Context: an optimization exercise on an open-source flow, tuned for a short achievable clock period and few clock cycles. The choices shown serve that exercise and are no tape-out recipe. Only the layout flow was run in this run; the RTL was not checked for function there. Power is estimated from default activity; no workload was simulated.

==> flow/design.v <==
`timescale 1ns / 1ps
`timescale 1ns / 1ps
module mul16_csa(
    input  [15:0] a,
    input  [15:0] b,
    output [31:0] s,
    output [31:0] c
    );
wire [31:0] r [0:15];
genvar j;
generate
    for (j = 0; j < 15; j = j + 1) begin : g_pp
        wire [15:0] row = {~(a[15] & b[j]), a[14:0] & {15{b[j]}}};
        if (j == 0)
            assign r[j] = {1'b1, 14'b0, 1'b1, row};
        else
            assign r[j] = {{(16-j){1'b0}}, row, {j{1'b0}}};
    end
endgenerate
assign r[15] = {1'b0, a[15] & b[15], ~(a[14:0] & {15{b[15]}}), 15'b0};
wire [31:0] l1_0 = ((r[0]) ^ (r[1]) ^ (r[2]));
wire [31:0] l1_1 = ((((r[0]) & (r[1])) | ((r[0]) & (r[2])) | ((r[1]) & (r[2]))) << 1);
wire [31:0] l1_2 = ((r[3]) ^ (r[4]) ^ (r[5]));
wire [31:0] l1_3 = ((((r[3]) & (r[4])) | ((r[3]) & (r[5])) | ((r[4]) & (r[5]))) << 1);
wire [31:0] l1_4 = ((r[6]) ^ (r[7]) ^ (r[8]));
wire [31:0] l1_5 = ((((r[6]) & (r[7])) | ((r[6]) & (r[8])) | ((r[7]) & (r[8]))) << 1);
wire [31:0] l1_6 = ((r[9]) ^ (r[10]) ^ (r[11]));
wire [31:0] l1_7 = ((((r[9]) & (r[10])) | ((r[9]) & (r[11])) | ((r[10]) & (r[11]))) << 1);
wire [31:0] l1_8 = ((r[12]) ^ (r[13]) ^ (r[14]));
wire [31:0] l1_9 = ((((r[12]) & (r[13])) | ((r[12]) & (r[14])) | ((r[13]) & (r[14]))) << 1);
wire [31:0] l1_10 = r[15];
wire [31:0] l2_0 = ((l1_0) ^ (l1_1) ^ (l1_2));
wire [31:0] l2_1 = ((((l1_0) & (l1_1)) | ((l1_0) & (l1_2)) | ((l1_1) & (l1_2))) << 1);
wire [31:0] l2_2 = ((l1_3) ^ (l1_4) ^ (l1_5));
wire [31:0] l2_3 = ((((l1_3) & (l1_4)) | ((l1_3) & (l1_5)) | ((l1_4) & (l1_5))) << 1);
wire [31:0] l2_4 = ((l1_6) ^ (l1_7) ^ (l1_8));
wire [31:0] l2_5 = ((((l1_6) & (l1_7)) | ((l1_6) & (l1_8)) | ((l1_7) & (l1_8))) << 1);
wire [31:0] l2_6 = l1_9;
wire [31:0] l2_7 = l1_10;
wire [31:0] l3_0 = ((l2_0) ^ (l2_1) ^ (l2_2));
wire [31:0] l3_1 = ((((l2_0) & (l2_1)) | ((l2_0) & (l2_2)) | ((l2_1) & (l2_2))) << 1);
wire [31:0] l3_2 = ((l2_3) ^ (l2_4) ^ (l2_5));
wire [31:0] l3_3 = ((((l2_3) & (l2_4)) | ((l2_3) & (l2_5)) | ((l2_4) & (l2_5))) << 1);
wire [31:0] l3_4 = l2_6;
wire [31:0] l3_5 = l2_7;
wire [31:0] l4_0 = ((l3_0) ^ (l3_1) ^ (l3_2));
wire [31:0] l4_1 = ((((l3_0) & (l3_1)) | ((l3_0) & (l3_2)) | ((l3_1) & (l3_2))) << 1);
wire [31:0] l4_2 = ((l3_3) ^ (l3_4) ^ (l3_5));
wire [31:0] l4_3 = ((((l3_3) & (l3_4)) | ((l3_3) & (l3_5)) | ((l3_4) & (l3_5))) << 1);
wire [31:0] l5_0 = ((l4_0) ^ (l4_1) ^ (l4_2));
wire [31:0] l5_1 = ((((l4_0) & (l4_1)) | ((l4_0) & (l4_2)) | ((l4_1) & (l4_2))) << 1);
wire [31:0] l5_2 = l4_3;
assign s = ((l5_0) ^ (l5_1) ^ (l5_2));
assign c = ((((l5_0) & (l5_1)) | ((l5_0) & (l5_2)) | ((l5_1) & (l5_2))) << 1);
endmodule
module fadd8(
    input  [7:0]  x1,
    input  [7:0]  x2,
    output [31:0] y
    );
function [15:0] align;
    input [7:0] x;
    reg [15:0] m;
    begin
        m = {7'b0, 1'b1, x[3:0], 4'b0};
        case (x[6:4])
            3'd0: align = m >> 3;
            3'd1: align = m >> 2;
            3'd2: align = m >> 1;
            3'd3: align = m;
            3'd4: align = m << 1;
            3'd5: align = m << 2;
            3'd6: align = m << 3;
            default: align = m << 4;
        endcase
    end
endfunction
wire [15:0] m1 = align(x1);
wire [15:0] m2 = align(x2);
wire [16:0] d12 = {1'b0, m1} - {1'b0, m2};
wire [15:0] d21 = m2 - m1;
wire [15:0] sm  = m1 + m2;
wire same = (x1[7] == x2[7]);
wire ge = ~d12[16];
wire [15:0] r = same ? sm : (ge ? d12[15:0] : d21);
wire sg = (same | ge) ? x1[7] : x2[7];
assign y = {{8{sg}}, 16'b0, r[15:8]};
endmodule
`timescale 1ns / 1ps
module naive_cpu(
    input         clk,
    input         rst_n,
    output [31:0] imem_addr,
    input  [31:0] imem_rdata,
    output [31:0] dmem_addr,
    output [31:0] dmem_wdata,
    output        dmem_we,
    input  [31:0] dmem_rdata,
    output        halt
);
    reg        halted;
    reg [31:0] pc_f;
    localparam NB = 16;
    reg [NB-1:0] bv;
    reg [29:0] btag [0:NB-1];
    reg [29:0] btgt [0:NB-1];
    reg [3:0]  rr;
    reg        u_ins, u_inv;
    reg [3:0]  u_idx;
    reg [29:0] u_tag, u_tgt;
    reg        v_d;
    reg [31:0] ir_d;
    reg [31:0] pc_d;
    reg [31:0] pc4_d;
    reg [31:0] nxt_d;
    reg        bp_d;
    reg [3:0]  bi_d;
    reg        v_e;
    reg [31:0] a_e, b_e, r2_e, p_e, t_e;
    reg [4:0]  rd_e;
    reg        we_e, ld_e, st_e, mul_e, br_e, jalr_e, ebrk_e, pred_e;
    reg [2:0]  f3_e;
    reg        sub_e;
    reg        s_add, s_and, s_or, s_xor, s_sll, s_srl, s_sra, s_slt, s_sltu, s_fadd, s_pass;
    reg        fa_m, fa_w, fb_m, fb_w, fs_m, fs_w;
    reg [31:0] nxt_e;
    reg [29:0] pc_e;
    reg        bp_e, tmis_e, jal_e;
    reg [3:0]  bi_e;
    reg        v_m;
    reg [31:0] res_m, sd_m, ms_m, mc_m;
    reg [4:0]  rd_m;
    reg        we_m, ld_m, st_m, mul_m;
    reg [2:0]  f3_m;
    reg        v_w;
    reg [31:0] wb_w;
    reg [4:0]  rd_w;
    reg        we_w;
    reg [31:0] rf [1:31];
    wire [31:0] A  = fa_m ? res_m : fa_w ? wb_w : a_e;
    wire [31:0] B  = fb_m ? res_m : fb_w ? wb_w : b_e;
    wire [31:0] R2 = fs_m ? res_m : fs_w ? wb_w : r2_e;
    wire [31:0] Bx = sub_e ? ~B : B;
    wire [32:0] sum33 = {1'b0, A} + {1'b0, Bx} + {32'b0, sub_e};
    wire [31:0] sum = sum33[31:0];
    wire        cout = sum33[32];            
    wire        eq = (A == B);
    wire        lt_s = (A[31] != B[31]) ? A[31] : sum[31];
    wire        lt_u = ~cout;
    wire [31:0] sll_r = A << B[4:0];
    wire [31:0] srl_r = A >> B[4:0];
    wire [31:0] sra_r = $signed(A) >>> B[4:0];
    wire [31:0] fadd_r;
    fadd8 u_fadd(.x1(A[7:0]), .x2(B[7:0]), .y(fadd_r));
    wire [31:0] res_e =
          ({32{s_add}}  & sum)
        | ({32{s_and}}  & (A & B))
        | ({32{s_or}}   & (A | B))
        | ({32{s_xor}}  & (A ^ B))
        | ({32{s_sll}}  & sll_r)
        | ({32{s_srl}}  & srl_r)
        | ({32{s_sra}}  & sra_r)
        | ({32{s_slt}}  & {31'b0, lt_s})
        | ({32{s_sltu}} & {31'b0, lt_u})
        | ({32{s_fadd}} & fadd_r)
        | ({32{s_pass}} & p_e);
    wire [31:0] mul_s, mul_c;
    mul16_csa u_mul(.a(A[15:0]), .b(B[15:0]), .s(mul_s), .c(mul_c));
    reg cond;
    always @(*) begin
        case (f3_e)
            3'd1:    cond = ~eq;
            3'd4:    cond = sum[31];
            3'd5:    cond = ~sum[31];
            3'd6:    cond = lt_u;
            3'd7:    cond = cout;
            default: cond = eq;
        endcase
    end
    wire [31:0] jx = A ^ B ^ ~nxt_e;
    wire [31:0] jc = {(A[30:0] & B[30:0]) | ((A[30:0] | B[30:0]) & ~nxt_e[30:0]), 1'b0};
    wire        jeq = &(jx ^ jc);
    wire taken_e    = br_e & cond;
    wire redirect_e = v_e & ((br_e & ((cond ^ pred_e) | (cond & bp_e & tmis_e)))
                           | (jal_e & bp_e & tmis_e)
                           | (jalr_e & ~(bp_e & jeq))
                           | ebrk_e);
    wire [31:0] target_e = jalr_e ? sum : ((br_e & ~cond) ? p_e : t_e);
    wire ins_e = v_e & (taken_e | jal_e | jalr_e) & (~bp_e | redirect_e);
    wire inv_e = v_e & br_e & ~cond & bp_e;
    reg [NB-1:0] hv;
    reg [29:0]   ptgt;
    reg [3:0]    pidx;
    integer k;
    always @(*) begin
        ptgt = 30'b0;
        pidx = 4'b0;
        for (k = 0; k < NB; k = k + 1) begin
            hv[k] = bv[k] & (btag[k] == pc_f[31:2]);
            ptgt = ptgt | ({30{hv[k]}} & btgt[k]);
            pidx = pidx | ({4{hv[k]}} & k[3:0]);
        end
    end
    wire        phit = |hv;
    wire [31:0] pc4_f = pc_f + 32'd4;
    wire [31:0] npc_f = phit ? {ptgt, 2'b00} : pc4_f;
    wire [6:0] op_d  = ir_d[6:0];
    wire [2:0] f3_d  = ir_d[14:12];
    wire [6:0] f7_d  = ir_d[31:25];
    wire [4:0] rs1_d = ir_d[19:15];
    wire [4:0] rs2_d = ir_d[24:20];
    wire [4:0] rd_d  = ir_d[11:7];
    wire is_r    = (op_d == 7'b0110011);
    wire is_i    = (op_d == 7'b0010011);
    wire is_l    = (op_d == 7'b0000011);
    wire is_s    = (op_d == 7'b0100011);
    wire is_b    = (op_d == 7'b1100011);
    wire is_lui  = (op_d == 7'b0110111);
    wire is_aui  = (op_d == 7'b0010111);
    wire is_jal  = (op_d == 7'b1101111);
    wire is_jalr = (op_d == 7'b1100111);
    wire is_f    = (op_d == 7'b1010011);
    wire is_ebrk = (op_d == 7'b1110011) && (ir_d[31:20] == 12'h1);
    wire use1 = is_r | is_i | is_l | is_s | is_b | is_jalr | is_f;
    wire use2 = is_r | is_s | is_b | is_jalr | is_f;
    wire wr_d = (is_r | is_i | is_l | is_lui | is_aui | is_jal | is_jalr | is_f) & (rd_d != 5'd0);
    wire imm_b = is_i | is_l | is_s;         
    wire [31:0] imm_i = {{20{ir_d[31]}}, ir_d[31:20]};
    wire [31:0] imm_s = {{20{ir_d[31]}}, ir_d[31:25], ir_d[11:7]};
    wire [31:0] imm_bb = {{19{ir_d[31]}}, ir_d[31], ir_d[7], ir_d[30:25], ir_d[11:8], 1'b0};
    wire [31:0] imm_j = {{12{ir_d[31]}}, ir_d[19:12], ir_d[20], ir_d[30:21], 1'b0};
    wire [31:0] imm_u = {ir_d[31:12], 12'b0};
    wire [31:0] tgt_d = pc_d + (is_jal ? imm_j : imm_bb);
    wire [31:0] aui_d = pc4_d + imm_u + 32'h003FFFF8;
    wire r_add  = is_r & (f3_d == 3'd0) & (f7_d == 7'h00);
    wire r_sub  = is_r & (f3_d == 3'd0) & (f7_d == 7'h20);
    wire r_mul  = is_r & (f3_d == 3'd0) & (f7_d == 7'h01);
    wire r_sll  = is_r & (f3_d == 3'd1) & (f7_d == 7'h00);
    wire r_slt  = is_r & (f3_d == 3'd2) & (f7_d == 7'h00);
    wire r_sltu = is_r & (f3_d == 3'd3) & (f7_d == 7'h00);
    wire r_xor  = is_r & (f3_d == 3'd4) & (f7_d == 7'h00);
    wire r_srl  = is_r & (f3_d == 3'd5) & (f7_d == 7'h00);
    wire r_sra  = is_r & (f3_d == 3'd5) & (f7_d == 7'h20);
    wire r_or   = is_r & (f3_d == 3'd6) & (f7_d == 7'h00);
    wire r_and  = is_r & (f3_d == 3'd7) & (f7_d == 7'h00);
    wire i_add  = is_i & (f3_d == 3'd0);
    wire i_sll  = is_i & (f3_d == 3'd1) & (f7_d == 7'h00);
    wire i_slt  = is_i & (f3_d == 3'd2);
    wire i_sltu = is_i & (f3_d == 3'd3);
    wire i_xor  = is_i & (f3_d == 3'd4);
    wire i_srl  = is_i & (f3_d == 3'd5) & (f7_d == 7'h00);
    wire i_sra  = is_i & (f3_d == 3'd5) & (f7_d == 7'h20);
    wire i_or   = is_i & (f3_d == 3'd6);
    wire i_and  = is_i & (f3_d == 3'd7);
    wire f_add  = is_f & (f3_d == 3'd0);
    wire f_xor  = is_f & (f3_d == 3'd4);
    wire f_or   = is_f & (f3_d == 3'd6);
    wire f_fadd = is_f & ~f_add & ~f_xor & ~f_or;
    wire [31:0] rf1 = (rs1_d == 5'd0) ? 32'b0 : rf[rs1_d];
    wire [31:0] rf2 = (rs2_d == 5'd0) ? 32'b0 : rf[rs2_d];
    wire byp1 = v_w & we_w & (rd_w == rs1_d);
    wire byp2 = v_w & we_w & (rd_w == rs2_d);
    wire [31:0] rv1 = byp1 ? wb_w : rf1;
    wire [31:0] rv2 = byp2 ? wb_w : rf2;
    wire m1e = v_e & we_e & (rd_e == rs1_d);
    wire m2e = v_e & we_e & (rd_e == rs2_d);
    wire m1m = v_m & we_m & (rd_m == rs1_d);
    wire m2m = v_m & we_m & (rd_m == rs2_d);
    wire stall_d = v_d & (ld_e | mul_e) & ((use1 & m1e) | (use2 & m2e));
    wire is_ctl = is_b | is_jal | is_jalr;
    wire pred_d = is_b & (bp_d | ir_d[31]);
    wire rd_seq = bp_d & ~is_ctl;            
    wire rd_tgt = ~bp_d & (is_jal | (is_b & ir_d[31]));
    wire redirect_d = v_d & ~stall_d & (rd_seq | rd_tgt);
    wire [31:0] rtgt_d = rd_seq ? pc4_d : tgt_d;
    always @(posedge clk or negedge rst_n) begin
        if (~rst_n) begin
            halted <= 1'b0;
            pc_f   <= 32'b0;
            v_d    <= 1'b0;
            v_e    <= 1'b0;
            v_m    <= 1'b0;
            v_w    <= 1'b0;
        end else begin
            if (v_e & ebrk_e)
                halted <= 1'b1;
            if (halted)
                pc_f <= pc_f;
            else if (redirect_e)
                pc_f <= target_e;
            else if (stall_d)
                pc_f <= pc_f;
            else if (redirect_d)
                pc_f <= rtgt_d;
            else
                pc_f <= npc_f;
            if (halted | redirect_e | redirect_d)
                v_d <= 1'b0;
            else if (~stall_d)
                v_d <= 1'b1;
            v_e <= v_d & ~stall_d & ~redirect_e & ~halted;
            v_m <= v_e;
            v_w <= v_m;
        end
    end
    always @(posedge clk) begin
        if (~stall_d) begin
            ir_d  <= imem_rdata;
            pc_d  <= pc_f;
            pc4_d <= pc4_f;
            nxt_d <= npc_f;
            bp_d  <= phit;
            bi_d  <= pidx;
        end
    end
    always @(posedge clk) begin
        a_e    <= rv1;
        b_e    <= imm_b ? (is_s ? imm_s : imm_i) : rv2;
        r2_e   <= rv2;
        p_e    <= is_lui ? imm_u : is_aui ? aui_d : pc4_d;
        t_e    <= tgt_d;
        rd_e   <= rd_d;
        we_e   <= wr_d;
        ld_e   <= is_l;
        st_e   <= is_s;
        mul_e  <= r_mul;
        br_e   <= is_b;
        jalr_e <= is_jalr;
        ebrk_e <= is_ebrk;
        pred_e <= pred_d;
        f3_e   <= f3_d;
        sub_e  <= r_sub | r_slt | r_sltu | i_slt | i_sltu | is_b;
        s_add  <= r_add | r_sub | i_add | f_add | is_l | is_s;
        s_and  <= r_and | i_and;
        s_or   <= r_or | i_or | f_or;
        s_xor  <= r_xor | i_xor | f_xor;
        s_sll  <= r_sll | i_sll;
        s_srl  <= r_srl | i_srl;
        s_sra  <= r_sra | i_sra;
        s_slt  <= r_slt | i_slt;
        s_sltu <= r_sltu | i_sltu;
        s_fadd <= f_fadd;
        s_pass <= is_lui | is_aui | is_jal | is_jalr;
        fa_m   <= m1e;
        fa_w   <= ~m1e & m1m;
        fb_m   <= ~imm_b & m2e;
        fb_w   <= ~imm_b & ~m2e & m2m;
        fs_m   <= m2e;
        fs_w   <= ~m2e & m2m;
        nxt_e  <= nxt_d;
        pc_e   <= pc_d[31:2];
        bp_e   <= bp_d;
        bi_e   <= bi_d;
        jal_e  <= is_jal;
        tmis_e <= (tgt_d != nxt_d);
    end
    always @(posedge clk or negedge rst_n) begin
        if (~rst_n) begin
            bv    <= {NB{1'b0}};
            rr    <= 4'b0;
            u_ins <= 1'b0;
            u_inv <= 1'b0;
        end else begin
            u_ins <= ins_e;
            u_inv <= inv_e;
            if (u_ins) begin
                bv[u_idx] <= 1'b1;
            end else if (u_inv) begin
                bv[u_idx] <= 1'b0;
            end
            if (ins_e & ~bp_e)
                rr <= rr + 4'd1;
        end
    end
    always @(posedge clk) begin
        u_idx <= bp_e ? bi_e : rr;
        u_tag <= pc_e;
        u_tgt <= target_e[31:2];
        if (u_ins) begin
            btag[u_idx] <= u_tag;
            btgt[u_idx] <= u_tgt;
        end
    end
    always @(posedge clk) begin
        res_m <= res_e;
        sd_m  <= R2;
        ms_m  <= mul_s;
        mc_m  <= mul_c;
        rd_m  <= rd_e;
        we_m  <= we_e;
        ld_m  <= ld_e;
        st_m  <= st_e;
        mul_m <= mul_e;
        f3_m  <= f3_e;
    end
    reg [31:0] ld_val;
    always @(*) begin
        case (f3_m)
            3'd0:    ld_val = {{24{dmem_rdata[7]}}, dmem_rdata[7:0]};
            3'd1:    ld_val = {{16{dmem_rdata[16]}}, dmem_rdata[15:0]};
            3'd2:    ld_val = dmem_rdata;
            3'd4:    ld_val = {24'b0, dmem_rdata[7:0]};
            3'd5:    ld_val = {16'b0, dmem_rdata[15:0]};
            default: ld_val = 32'b0;
        endcase
    end
    wire [31:0] mul_r = ms_m + mc_m;
    always @(posedge clk) begin
        wb_w <= ld_m ? ld_val : mul_m ? mul_r : res_m;
        rd_w <= rd_m;
        we_w <= we_m;
    end
    integer i;
    always @(posedge clk or negedge rst_n) begin
        if (~rst_n) begin
            for (i = 1; i < 32; i = i + 1)
                rf[i] <= 32'b0;
        end else if (v_w & we_w) begin
            rf[rd_w] <= wb_w;
        end
    end
    assign imem_addr  = pc_f;
    assign dmem_addr  = res_m;
    assign dmem_wdata = sd_m;
    assign dmem_we    = v_m & st_m;
    assign halt       = halted;
endmodule
==> flow/flow/run.sh <==
#!/bin/bash
# Standard ORFS layout (the standard.sh) with a larger setup repair
# margin so that repair_timing works on paths well below the 18 ns period.
set -euo pipefail
bash standard.sh SETUP_SLACK_MARGIN=13 finish > flow_make.log 2>&1
==> flow/standard.sh <==
#!/bin/bash
# synth_recipe.tcl (not shown) runs the flow's synth.tcl, then flattens the netlist and writes it again
# the make line also repeats each setting of config.mk as NAME=value (left out here)
make -C /OpenROAD-flow-scripts/flow DESIGN_CONFIG=/design/flow/config.mk WORK_HOME=/design/flow/orfs CLKGATE_MAP_FILE= SYNTH_SCRIPT=/design/flow/synth_recipe.tcl "${@:-finish}"
==> flow/config.mk <==
export PLATFORM = sky130hd
export DESIGN_NAME = naive_cpu
export DESIGN_NICKNAME = naive_cpu
export VERILOG_FILES = /design/flow/design.v
export SDC_FILE = /design/flow/constraint.sdc
export NUM_CORES = 4
export LEC_CHECK = 0
export CAP_MARGIN = 20
export CORE_MARGIN = 2
export CORE_UTILIZATION = 30
export PLACE_DENSITY = 0.5
export SETUP_SLACK_MARGIN = 4
export SLEW_MARGIN = 20
==> flow/constraint.sdc <==
create_clock -name core_clock -period 18.0 [get_ports {clk}]
set_input_delay 3.6000 -clock core_clock [delete_from_list [all_inputs] [get_ports {clk}]]
set_output_delay 3.6000 -clock core_clock [all_outputs]
set_load 0.01 [all_outputs]
==> impl_metrics.ini <==
[grt]
grt.overflow.total = 0
grt_pass1_wl_um = 860000
grt_pass1_vias = 99300
antenna_found_initial = 86
grt_start_max_net_pins = 86
track_usage = 0.278

[die]
start_util = 0.301
die_w_um = 666
io_pins = 164
fp-row-count = 243
die_h_um = 666
fp.dieArea_um2 = 444000
core_area_um2 = 437000

[routing]
wl_per_cell_um = 36.7
viasPerCell = 6.03
dr.first_iter.drc_count = 16600
ant_nets = 0
dr.pass1.iters = 8
vias = 105000
drc_errors = 0
drt_wl_total_um = 641000

[power_and_ir_drop]
cellLeakagePower_nw = 62.0
power_mw = 18.8
vdd_drop_max_v = 0.000100
power_density_nw_per_um2 = 121

[finish]
nFillCells = 43000
largest-register = rf
drive_gt1_frac = 0.236
area_growth_pct = 18.6
layout.nets = 12000
top_regs = rf (992), btag (480), btgt (480)
largest_register_ff_count = 992
layout_common_cells = 1091 x edfxtp_1, 1052 x mux2_2, 1019 x dfrtp_1
final_common_cell = edfxtp_1

[placement]
port_buffers = 163
dp_hpwl_um = 378000
gp_congestion = 0.981

[timing]
min_period_ns = 5.43
rsz0062_at_grt = true
layout_worst_path_cycle_share = 0.301
fin_skew_ns = 0.0774
maxSlewViolCount = 0
relSlewSlack = 0.0797
tightest_slew_ns = 1.38
tns_ns = 0
hold_viol_final = 0
fmax_ghz = 0.184
finalSetupViolations = 0

[synthesis]
syn-num-nets = 11700
yosys.area.top_type_share = 0.249
netlist-cell-type-count = 109
ys_seq_area_frac = 0.525
synth.area.top_cells = edfxtp_1 25%, dfrtp_1 20%, mux2_2 9.0%, dfxtp_1 7.6%, xnor2_1 4.0%
yosysWarnings = 4
synth_edf_count = 1091
yosys.area.top_type = edfxtp_1
synthFlopType = edfxtp_1
synthArstFlopShare = 0.398
netlist_area_um2 = 131000
syn_avg_cell_area_um2 = 11.8
synthCells = 11200
ys_seq_elements = 2639

[setup_path]
crit_family = flip-flops
path_class = register to primary output
crit_required_ns = 14.40
setup.worst_path.start_class = register
reg2reg_from = ir_d[4]
cp_slowest_cell = dfrtp_2
end_kind = primary output
path_buf_inv = 2
critPathMaxStageDelay_ns = 0.52
cp-startpoint = pc_f[28]
worst-path-max-fanout = 2
path_cells = buf_12, buf_6
worst-endpoint-arrival_ns = 1.83

[clock_tree]
cts_inserted_buffers = 301
clkSlewWorstSetupHoldPaths_ns = 0.06
cts_tree = yes
cts.sinks = 2639
insertion_delay_ns = 0.98
h-tree-depth = 5
clockRootBuffer = clkbuf_16
hold_buffers = 0
cts.path.max_buffers = 4

[run_status]
run_status = complete, no violations

[hold_path]
hold_start = pc_e[4]
hold_class = register to register

[run]
drv_cap = 0
area by class of cell:
| cell class | count | area (µm²) | area share |
|---|---|---|---|
| antenna | 33 | 82.6 | 0.000529 |
| clock buffer | 415 | 8550 | 0.0548 |
| clock inverter | 133 | 1350 | 0.00868 |
| inverter | 484 | 1900 | 0.0122 |
| multi-input combinational | 7180 | 59300 | 0.380 |
| sequential | 2639 | 69200 | 0.444 |
| tap | 5757 | 7200 | 0.0462 |
| timing repair buffer | 796 | 8310 | 0.0533 |
| timing repair inverter | 3 | 17.5 | 0.000112 |
power breakdown:
part	switching [mW]	internal, mW
registers	0.797	7.05
clock network	2.71	3.57
logic	2.98	1.69
total	6.49	12.3
cells in the mapped netlist (all sizes together) (227+ instances only):
library cell  number
a21oi            444
a221oi           288
a22o             260
a22oi            593
buf              227
clkbuf           633
dfrtp           1051
dfxtp            497
edfxtp          1091
fa               235
ha               289
inv              476
mux2            1055
nand2            520
nand4            342
nor2             632
o21ai            292
xnor2            599
layer usage:
| layer | wire (µm) | track usage | vias up |
|---|---|---|---|
| li1 | - | - | 42000 |
| met3 | 72000 | 0.0811 | 2025 |
| met1 | 244000 | 0.352 | 53700 |
| met4 | 47900 | 0.166 | 48 |
| met5 | 307 | 0 | - |
| met2 | 277000 | 0.419 | 7335 |
path summary, 6_finish.rpt:
| kind | end | slack [ns] | depth (start not counted) |
|---|---|---|---|
| min | u_tag[4] | 0.31 | 0 |
| max in group asynchronous | rf[25][31] | 13.33 | 4 |
| min in group asynchronous | rf[18][23] | 2.67 | 1 |
| max | imem_addr[28] | 12.57 | 2 |
| max reg2reg | tmis_e | 12.96 | 19 |
| min reg2reg | u_tag[4] | 0.31 | 0 |
metrics by stage:
stage          instances  hold WS [ns]  setup WS [ns]   util  cell area (µm²)
5_1_grt            17400         0.319          12.57  0.357           156000
2_1_floorplan      11200         0.310          13.00      -           132000
6_report           17400         0.314          12.57  0.357           156000
3_3_place_gp       16600         0.310          11.17  0.322           141000
3_5_place_dp       16600         0.312          11.15  0.322           141000
4_1_cts            17300         0.315          12.54  0.352           154000
logic make-up (layout without fill, tap and decap cells):
group | count (synthesis) | after routing | share of synthesized area
AO/OA/AOI/OAI | 2556 | 2564 | 0.142
XOR/XNOR | 739 | 739 | 0.0500
adder cells (fa/ha/maj) | 524 | 524 | 0.0633
buffers and inverters | 1344 | 1831 | 0.0400
flip-flops | 2639 | 2639 | 0.525
multiplexers | 1217 | 1217 | 0.103
other | 0 | 33 | 0
AND/OR/NAND/NOR | 2135 | 2136 | 0.0773
what timing repair did:
action                     in CTS  in global routing
gates cloned                   29                 13
setup endpoints to repair     555                555
setup buffers                 165                 68
pin swaps                      26                 29
resized for setup             902                213
hold endpoints to repair        0                  0
worst reg2reg max path: cells and delay by family (launching register included):
family          cells  cell delay [ns]
xor+xnor            1             0.09
simple gates       11             2.85
fa+ha+maj           1             0.43
flops               1             0.41
buf+inv             1             0.14
compound gates      5             1.01

static timing again, ports no longer ideal:
The flow's constraints put no driver on any port. The routed layout listed below was extracted and timed again, unchanged, in two steps.
Step 1 sets driving cells, clkbuf_16 on the clock port and buf_2 on the other inputs (assumed; they add their load-dependent delay and slew).
Step 2, shift: input delay + t, output delay - t, t = (earliest + latest rising clock arrival at the registers) / 2. This alone moves slack from input paths to output paths.
Three values: ideal, step 1, step 2; two values: the first two.
t (ns): 1.051
setup slack, ns: 12.574 / 12.463 / 12.163
worst data-port slew with drivers (ns): 0.19
After both steps setup and hold are still met in this run. For this run, drivers alone change the setup slack by -0.111 ns; drivers and shift together by -0.411 ns.
